Source: an optimization exercise on an open RTL-to-GDS flow (aim: small area). Production flows keep margins and buffers that such runs may drop. In this exercise RTL edits were held to simulation tests only and were not proved equivalent to the original. Power is estimated from default activity; no workload was simulated.

==> 02-04 <==
// rv_cpu
module rv_cpu 
  #(
  parameter           DB_RMW        = 0,     
  parameter           DIVIDER_EN    = 1,     
  parameter           MUL_ARCH      = "dsp", 
  parameter  [29:0]   START_ADDR    = 30'b0, 
  parameter           REG_RAM_STYLE = 1,     
  parameter           ENABLE_TIMER  = 1,     
  parameter           TIMER_XLEN    = 32     
  )
  (
  clk_i,
  rst_i,
  lli_re_o,
  lli_adr_o,
  lli_dat_i, 
  lli_busy_i,
  lli_cc_invalidate_o,
  dbus_cyc_o,
  dbus_stb_o,
  dbus_we_o,
  dbus_sel_o,
  dbus_ack_i, 
  dbus_adr_o, 
  dbus_dat_o, 
  dbus_dat_i,
  irq_i
  );
  input clk_i; 
  input rst_i; 
  output lli_re_o; 
  output [29:0] lli_adr_o; 
  input  [31:0] lli_dat_i; 
  input lli_busy_i; 
  output lli_cc_invalidate_o; 
  output dbus_cyc_o; 
  output dbus_stb_o; 
  output dbus_we_o; 
  output [3:0]  dbus_sel_o; 
  input dbus_ack_i; 
  output [31:2] dbus_adr_o; 
  output [31:0] dbus_dat_o; 
  input  [31:0] dbus_dat_i; 
  input  [7:0]  irq_i; 
  wire [31:0] fetch_word; 
  wire [29:0] fetch_next_ip; 
  wire fetch_valid; 
  wire fetch_jump_ready; 
  wire fetch_fence_i; 
  wire decode_ready; 
  wire decode_valid; 
  wire decode_cmd_loadop3; 
  wire decode_cmd_signed; 
  wire decode_cmd_dbus; 
  wire decode_cmd_dbus_store; 
  wire decode_cmd_dbus_byte; 
  wire decode_cmd_dbus_hword; 
  wire decode_cmd_addsub; 
  wire decode_cmd_mul; 
  wire decode_cmd_div; 
  ...
make LEC_CHECK=0 CAP_MARGIN=20 CORE_MARGIN=2 CORE_UTILIZATION=40 SLEW_MARGIN=20 finish   # period 14.0 ns
run.sh (not shown) runs the stock make flow with config.mk's settings and CLKGATE_MAP_FILE= SYNTH_SCRIPT=/design/flow/synth_recipe.tcl, a recipe that flattens the netlist after the stock synthesis.
==> 11-28: changes against 02-04 <==
--- a/flow/design.v
+++ b/flow/design.v
@@ -104,68 +104,71 @@
 		end 
 	assign next_ip_o = fifo_dout[61:32] ;
 	assign word_o = fifo_dout[31:0]  ;
 endmodule
 `timescale 1ns/1ps
 module reg_bank
 	(input				rst_i
 	,input				clk_i
-	,input		[4:0]	read1, read2, read3, read4
-	,output reg	[31:0]	data1, data2, data3, data4
+	,input		[4:0]	read1, read2
+	,output 	[31:0]	data1, data2
 	,input				regwrite
+	,input				wzero
 	,input		[4:0]	wrreg
 	,input		[31:0]	wrdata
 	,input  			wait_i
 	);
-	reg 		[31:0]  r [0:31];   
-	reg 		[31:0]  data_1, data_2;
-	wire		[31:0]  data_3 = 32'b0, data_4 = 32'b0;
-	always @(*) begin
-			if (read1 == 5'd0)
-				data_1 = 32'd0;
-			else if ((read1 == wrreg) && regwrite)
-				data_1 = wrdata;
-			else
-				data_1 = r[read1];
-		end
-	always @(*) begin
-			if (read2 == 5'd0)
-				data_2 = 32'd0;
-			else if ((read2 == wrreg) && regwrite)
-				data_2 = wrdata;
-			else
-				data_2 = r[read2];
-		end
+	reg 		[31:0]  r [1:31];
+	reg 		[31:1]  valid;
+	reg 		[4:0]   a1q, a2q;
+	reg 				v1q, v2q;
+	wire [31:0] vld = {valid, 1'b0};
+	wire wr = regwrite && wrreg != 5'd0;
+	wire v1n = (wr && wrreg == read1) ? ~wzero : vld[read1];
+	wire v2n = (wr && wrreg == read2) ? ~wzero : vld[read2];
+	integer i;
 	always @(posedge clk_i)
-		if (rst_i)
-			begin
-				r[0]<= 32'b0;
-				r[1]<= 32'b0;r[2]<= 32'b0;r[3]<= 32'b0;r[4]<= 32'b0;r[5]<= 32'b0;r[6]<= 32'b0;r[7]<= 32'b0;r[8]<= 32'b0;r[9]<= 32'b0;
-				r[10]<= 32'b0;r[11]<= 32'b0;r[12]<= 32'b0;r[13]<= 32'b0;r[14]<= 32'b0;r[15]<= 32'b0;r[16]<= 32'b0;r[17]<= 32'b0;r[18]<= 32'b0;
-				r[19]<= 32'b0;r[20]<= 32'b0;r[21]<= 32'b0;r[22]<= 32'b0;r[23]<= 32'b0;r[24]<= 32'b0;r[25]<= 32'b0;r[26]<= 32'b0;r[27]<= 32'b0;
-				r[28]<= 32'b0;r[29]<= 32'b0;r[30]<= 32'b0;r[31]<= 32'b0;
-			end
-		else if (regwrite && wrreg != 5'd0)
-			r[wrreg] <= wrdata; 
+		for (i = 1; i < 32; i = i + 1)
+			if (wr && !wzero && wrreg == i)
+				r[i] <= wrdata;
 	always @(posedge clk_i)
 		if (rst_i)
 			begin
-				data1 <= 32'b0;
-				data2 <= 32'b0;
-				data3 <= 32'b0;
-				data4 <= 32'b0;
+				valid <= 31'b0;
+				v1q <= 1'b0;
+				v2q <= 1'b0;
+				a1q <= 5'b0;
+				a2q <= 5'b0;
 			end
-		else if (!wait_i)
+		else
 			begin
-				data1 <= data_1;
-				data2 <= data_2;
-				data3 <= data_3;
-				data4 <= data_4;
+				if (wr)
+					valid[wrreg] <= ~wzero;
+				if (!wait_i)
+					begin
+						a1q <= read1;
+						a2q <= read2;
+						v1q <= v1n;
+						v2q <= v2n;
+					end
 			end
+	reg [31:0] o1, o2;
+	always @(*)
+		begin
+			o1 = 32'b0;
+			o2 = 32'b0;
+			for (i = 1; i < 32; i = i + 1)
+				begin
+					o1 = o1 | (r[i] & {32{v1q && a1q == i}});
+					o2 = o2 | (r[i] & {32{v2q && a2q == i}});
+				end
+		end
+	assign data1 = o1;
+	assign data2 = o2;
 endmodule
 `timescale 1ns/1ps
 module riscv_decode_k
 	( clk_i
 	, rst_i
 	, word_i
 	, next_ip_i
 	, valid_i
@@ -213,16 +216,17 @@
 	, epc_i
 	, tvec_i
 	, sstep_i
 	, jump_type_o
 	, op1_o
 	, op2_o
 	, op3_o
 	, dst_o
+	, opzero_o
 	);
 	input clk_i; 
 	input rst_i; 
 	input[31:0] word_i; 
 	input[29:0] next_ip_i; 
 	input valid_i; 
 	input jump_valid_i; 
 	output ready_o; 
@@ -268,16 +272,17 @@
 	input      [31:2] epc_i; 
 	input      [31:2] tvec_i; 
 	input sstep_i; 
 	output reg [3:0] jump_type_o; 
 	output reg [31:0] op1_o; 
 	output reg [31:0] op2_o; 
 	output reg [31:0] op3_o; 
 	output     [7:0] dst_o; 
+	output opzero_o; 
 	wire [6:2] opcode; 
 	wire [4:0] rd; 
 	wire [4:0] rs1; 
 	wire [4:0] rs2; 
 	wire [2:0] funct3; 
 	wire [6:0] funct7; 
 	wire [29:0] current_ip; 
 	wire [29:0] link_ip; 
@@ -894,16 +899,17 @@
 							rd2_zero <= 1'b0 ; 
 						end 
 				end  
 		end 
 	assign radr1_out = (busy == 1'b1) ? rd1_reg : rd1 ;
 	assign sp_raddr1_o = radr1_out ;
 	assign radr2_out = (busy == 1'b1) ? rd2_reg : rd2 ;
 	assign sp_raddr2_o = radr2_out ;
+	assign opzero_o = rd1_zero | rd2_zero ;
 	always @(*)
 		begin : xhdl_25
 			reg[31:0] rdata; 
 			if (rd1_select == imm)
 				begin
 					op1_o <= rd1_direct ; 
 				end
 			else
@@ -1048,16 +1054,17 @@
 	parameter           MUL_ARCH      = "dsp" 
 	)
 	( clk_i, rst_i
 	, valid_i, cmd_signed_i, cmd_addsub_i, cmd_mul_i
 	, cmd_div_i, cmd_div_mod_i, cmd_cmp_i, cmd_negate_op2_i
 	, cmd_and_i, cmd_xor_i, cmd_shift_i, cmd_shift_right_i
 	, cmd_mul_high_i, cmd_signed_b_i, op1_i, op2_i, result_o
 	, cmp_eq_o, cmp_ug_o, cmp_sg_o, we_o, busy_o, wait_o
+	, d1_i, d2_i, zero_i
 	);
 	input clk_i; 
 	input rst_i; 
 	input valid_i; 
 	input cmd_signed_i; 
 	input cmd_addsub_i; 
 	input cmd_mul_i; 
 	input cmd_div_i; 
@@ -1067,16 +1074,19 @@
 	input cmd_and_i; 
 	input cmd_xor_i; 
 	input cmd_shift_i; 
 	input cmd_shift_right_i; 
 	input cmd_mul_high_i; 
 	input cmd_signed_b_i; 
 	input[31:0] op1_i; 
 	input[31:0] op2_i; 
+	input[31:0] d1_i; 
+	input[31:0] d2_i; 
+	input zero_i; 
 	output[31:0] result_o;
 	output reg cmp_eq_o; 
 	output cmp_ug_o; 
 	output cmp_sg_o; 
 	output we_o; 
 	output busy_o; 
 	output wait_o; 
 	wire[31:0] addend1; 
@@ -1133,33 +1143,30 @@
 			end  
 	assign cmp_ug_o     = cmp_carry & ~cmp_eq_o ;
 	assign cmp_sg_o     = ((cmp_s1 & cmp_s2 & cmp_carry) | (~cmp_s1 & ~cmp_s2 & cmp_carry) | (~cmp_s1 & cmp_s2)) & ~cmp_eq_o ;
 	assign cmd_and_vect = (cmd_and_i) ? {32'hffffffff} : {32'b0} ;
 	assign cmd_xor_vect = (cmd_xor_i) ? {32'hffffffff} : {32'b0} ;
 	assign logic_result = (op1_i & op2_i & cmd_and_vect) | ((op1_i ^ op2_i) & cmd_xor_vect) ;
 	assign logic_we     = (cmd_and_i | cmd_xor_i) & valid_i ;
 	assign mul_ce       =  cmd_mul_i & valid_i ;
-	always @(posedge clk_i)
-		begin : mul_reg
-			if (mul_ce )
-				mul_high <= cmd_mul_high_i ; 
-		end 
-	rv_mul_dsp #(.pipelined(1'b0))
+	rv_mul_dsp
 		rv_mul_inst
 		( .clk_i(clk_i)
 		, .rst_i(rst_i)
 		, .ce_i(mul_ce)
+		, .high_i(cmd_mul_high_i)
+		, .zero_i(zero_i)
 		, .op1_i(op1_i)
 		, .op2_i(op2_i)
+		, .d1_i(d1_i)
+		, .d2_i(d2_i)
 		, .ce_o(mul_we)
-		, .result_o(mul_result_low)
-		, .result_high_o(mul_result_high)
+		, .result_o(mul_result)
 		); 
-	assign mul_result = (mul_high ) ? mul_result_high : mul_result_low ;
 	assign div_ce = cmd_div_i & valid_i;
 	assign div_we = div_ce ;
 	assign div_result = 32'b0;
 	assign shift_ce = cmd_shift_i & valid_i ;
 	rv_shifter
 		rv_shifter_inst
 		( .clk_i(clk_i)
 		, .rst_i(rst_i)
@@ -1784,16 +1791,20 @@
 	, dbus_adr_o
 	, dbus_dat_o
 	, dbus_dat_i
 	, jump_valid_o
 	, jump_dst_o
 	, jump_ready_i
 	, interrupt_return_o
 	, wait_o
+	, d1_i
+	, d2_i
+	, zero_i
+	, wzero_o
 	);
 	output riscv_interrupt_exec_o; 
 	output[31:2] epc_o; 
 	output[31:2] tvec_o; 
 	output sstep_o; 
 	output[7:0] sp_waddr_o; 
 	output sp_we_o; 
 	output[31:0] sp_wdata_o; 
@@ -1844,16 +1855,20 @@
 	input[31:0] op2_i; 
 	input[31:0] op3_i; 
 	input[7:0] dst_i; 
 	input[11:0] displacement_i; 
 	input valid_i; 
 	input dbus_ack_i; 
 	input[31:0] dbus_dat_i; 
 	input jump_ready_i; 
+	input[31:0] d1_i; 
+	input[31:0] d2_i; 
+	input zero_i; 
+	output wzero_o; 
 	wire busy; 
 	wire can_execute; 
 	wire[31:0] alu_result; 
 	wire alu_we; 
 	wire alu_busy; 
 	wire alu_cmp_eq; 
 	wire alu_cmp_ug; 
 	wire alu_cmp_sg; 
@@ -1940,16 +1955,19 @@
 		, .op2_i(op2_i)
 		, .result_o(alu_result)
 		, .cmp_eq_o(alu_cmp_eq)
 		, .cmp_ug_o(alu_cmp_ug)
 		, .cmp_sg_o(alu_cmp_sg)
 		, .we_o(alu_we)
 		, .busy_o(alu_busy)
 		, .wait_o(wait_o)
+		, .d1_i(d1_i)
+		, .d2_i(d2_i)
+		, .zero_i(zero_i)
 		);
 	assign loadop3_we = can_execute & cmd_loadop3_i ;
 	always @(*)
 		begin 
 			reg c; 
 			case (cond_reg)
 				3'b000 :
 					begin
@@ -2139,63 +2157,64 @@
 		); 
 	assign result_mux   = (alu_result & alu_we_vect) |(op3_i & loadop3_we_vect) |(dbus_result & dbus_we_vect) |(csr_result & csr_we_vect) |(slt_result & slt_we_vect) ;
 	assign result_valid = (                 alu_we   |              loadop3_we  |                    dbus_we  |                   csr_we  |                   slt_we) ;
 	always @(posedge clk_i)
 		if (can_execute == 1'b1)
 			dst_reg <= dst_i ; 
 	assign result_regaddr = (can_execute == 1'b1) ? dst_i : dst_reg ;
 	assign sp_we_o = result_valid ;
+	assign wzero_o = cmd_div_i & can_execute ;
 	assign sp_waddr_o = result_regaddr ;
 	assign sp_wdata_o = result_mux ;
 endmodule
 `timescale 1ns/1ps
-module rv_mul_dsp 
+module rv_mul_dsp
 	( clk_i
 	, rst_i
 	, ce_i
+	, high_i
+	, zero_i
 	, op1_i
 	, op2_i
+	, d1_i
+	, d2_i
 	, ce_o
 	, result_o
-	, result_high_o
 	);
-	parameter pipelined  = 1;
 	input clk_i; 
 	input rst_i; 
 	input ce_i; 
+	input high_i; 
+	input zero_i; 
 	input[31:0] op1_i; 
 	input[31:0] op2_i; 
+	input[31:0] d1_i; 
+	input[31:0] d2_i; 
 	output ce_o; 
-	wire ce_o;
 	output[31:0] result_o; 
-	wire[31:0] result_o;
-	output[31:0] result_high_o; 
-	wire[31:0] result_high_o;
-	reg[31:0] pp00; 
-	reg[31:0] pp01; 
-	reg[31:0] pp10; 
-	reg[31:0] pp11; 
-	wire[31:0] product; 
-	wire[31:0] product_h; 
 	reg ceo; 
-	wire ce1; 
+	reg hi; 
+	reg zq; 
+	reg[15:0] r; 
+	wire z = ceo ? zq : zero_i;
+	wire[15:0] xa = (ceo & hi) ? d1_i[31:16] : d1_i[15:0];
+	wire[15:0] x = xa & {16{~z}};
+	wire[15:0] y = (ceo & ~hi) ? d2_i[15:0] : d2_i[31:16];
+	wire[31:0] pm = x * y;
+	wire[31:0] p10 = op1_i[31:16] * op2_i[15:0];
 	always @(posedge clk_i)
-		begin
-			pp00 <= ((op1_i[15:0]) * (op2_i[15:0])) ; 
-			pp01 <= ((op1_i[15:0]) * (op2_i[31:16])) ; 
-			pp10 <= ((op1_i[31:16]) * (op2_i[15:0])) ; 
-			pp11 <= ((op1_i[31:16]) * (op2_i[31:16])) ;  
-		end 
-	assign product[31:16] = (pp00[31:16]) + (pp01[15:0]) + (pp10[15:0]) ;
-	assign product[15:0] = (pp00[15:0]) ;
-	assign product_h[15:0] = (pp01[31:16]) + (pp10[31:16]) + (pp11[15:0]) ;
-	assign product_h[31:16] = (pp11[31:16]) ;
-	assign result_o = (product) ;
-	assign result_high_o = (product_h) ;
+		if (ce_i)
+			begin
+				hi <= high_i;
+				zq <= zero_i;
+				r <= high_i ? (pm[31:16] + p10[31:16]) : (pm[15:0] + p10[15:0]);
+			end
+	wire[15:0] s = (hi ? pm[15:0] : pm[31:16]) + r;
+	assign result_o = hi ? {pm[31:16], s} : {s, pm[15:0]};
 	always @(posedge clk_i)
 		if (rst_i == 1'b1)
 			ceo <= 1'b0 ; 
 		else
 			ceo <= ce_i ;
 	assign ce_o = ceo ;
 endmodule
 `timescale 1ns/1ps
@@ -2371,16 +2390,18 @@
   wire interrupt_return; 
   wire[3:0] decode_trap_cause; 
   wire decode_interrupt; 
   wire[31:2] decode_epc; 
   wire[31:2] ex_epc; 
   wire[31:2] ex_tvec; 
   wire sstep; 
   wire wait_s;
+  wire decode_opzero;
+  wire sp_wzero;
   fetch_rv #(
     .START_ADDR (START_ADDR),
     .USE_RISCV  (1)
     )
     fetch_inst
     (
     .  clk_i(clk_i)
     , .rst_i(rst_i)
@@ -2449,16 +2470,17 @@
     , .epc_i(ex_epc)
     , .tvec_i(ex_tvec)
     , .sstep_i(sstep)
     , .jump_type_o(decode_jump_type)
     , .op1_o(decode_op1)
     , .op2_o(decode_op2)
     , .op3_o(decode_op3)
     , .dst_o(decode_dst)
+    , .opzero_o(decode_opzero)
     ); 		   
   reg [31:0] exec_next_ip, exec_word ;
   reg exec_ready;
   always @ (posedge clk_i)
     begin
       exec_next_ip <= fetch_next_ip;
       exec_word <= fetch_word;
       exec_ready <= decode_ready;
@@ -2528,35 +2550,36 @@
     , .dbus_dat_i(dbus_dat_i)
     , .jump_valid_o(execute_jump_valid)
     , .jump_dst_o(execute_jump_dst)
     , .jump_ready_i(fetch_jump_ready)
     , .interrupt_return_o(interrupt_return)
     , .ext_irq_in(irq_i)
     , .riscv_interrupt_exec_o(interrupt_valid)
 	, .wait_o(wait_s)
+    , .d1_i(sp_rdata1)
+    , .d2_i(sp_rdata2)
+    , .zero_i(decode_opzero)
+    , .wzero_o(sp_wzero)
     ); 
   reg [31:0] reg_next_ip, reg_word ;
   reg reg_ready;
   always @ (posedge clk_i)
     begin
       reg_next_ip <= exec_next_ip;
       reg_word <= exec_word;
       reg_ready <= exec_ready;
     end
   wire [4:0] wrreg = sp_waddr;
   reg_bank regfile
     (.rst_i(rst_i)
     ,.clk_i(clk_i)
-    ,.read1(sp_raddr1)
-    ,.read2(sp_raddr2)
-    ,.read3(5'b0)
-    ,.read4(5'b0)
+    ,.read1(sp_raddr1[4:0])
+    ,.read2(sp_raddr2[4:0])
     ,.data1(sp_rdata1)
     ,.data2(sp_rdata2)
-    ,.data3()
-    ,.data4()
     ,.regwrite(sp_we)
+    ,.wzero(sp_wzero)
     ,.wrreg(wrreg)
     ,.wrdata(sp_wdata)
-	,.wait_i(wait_s)
+    ,.wait_i(wait_s)
     );
 endmodule
==> run notes <==
| metric | 02-04 | 11-28 |
|---|---|---|
| Power Dens Cells | 107 nW/µm² | 100 nW/µm² |
| Outcome | finished clean | finished clean |
| Register-to-Register Path Depth | 26 | 38 |
| Number of DRC markers after the initial detailed-route iteration | 19.2k | 19.5k |
| Slowest stage delay, CP | 0.92 ns | 0.94 ns |
| Area taken by flip-flops and latches | 53500 µm² | 50100 µm² |
| Site Rows | 220 | 194 |
| Critical Path Stages | 26 | 38 |
| Worst VDD drop | 114 µV | 101 µV |
| Later-pin clock latency in the skew report | 1.02 ns | 0.95 ns |
| Worst max-slew margin expressed relative to the limit | 11.8% | 15.8% |
| Met1 Use GR | 43.4% | 49.6% |
| HPWL after detailed placement | 459 mm | 401 mm |
| Clk power | 6630 µW | 5850 µW |
| Multi-input logic area | 82000 µm² | 58000 µm² |

-- afterwards: timing with drivers on the ports --
In the flow no input, the clock included, has a driving cell. The finished layouts below were timed again as built, in two steps. Step 1 (the two cells are an assumption about what drives the block):
set clk [get_ports {clk_i}]
set_driving_cell -lib_cell sky130_fd_sc_hd__clkbuf_16 $clk
set_driving_cell -lib_cell sky130_fd_sc_hd__buf_2 [delete_from_list [all_inputs] $clk]
Step 2 moves the port delays by t, midway between the first and last clock arrival at a register: inputs arrive t later, outputs are due t later. That takes back most of the time a late clock gives input paths. Slacks: ideal ports / drivers / drivers and shift; pairs: ideal ports / drivers.
| run | shift t [ns] | slack for setup (ns) | hold slack, ns | clock arrival spread, ns | worst slew at a driven data input, ns |
|---|---|---|---|---|---|
| 02-04 | 1.077 | 5.150 / 5.150 / 5.150 | 0.420 / 0.420 / 0.420 | 0.153 / 0.153 | 0.16 |
| 11-28 | 1.016 | 0.861 / 0.861 / 0.861 | 0.404 / 0.404 / 0.404 | 0.087 / 0.087 | 0.11 |
After both steps every run listed still meets setup and hold.
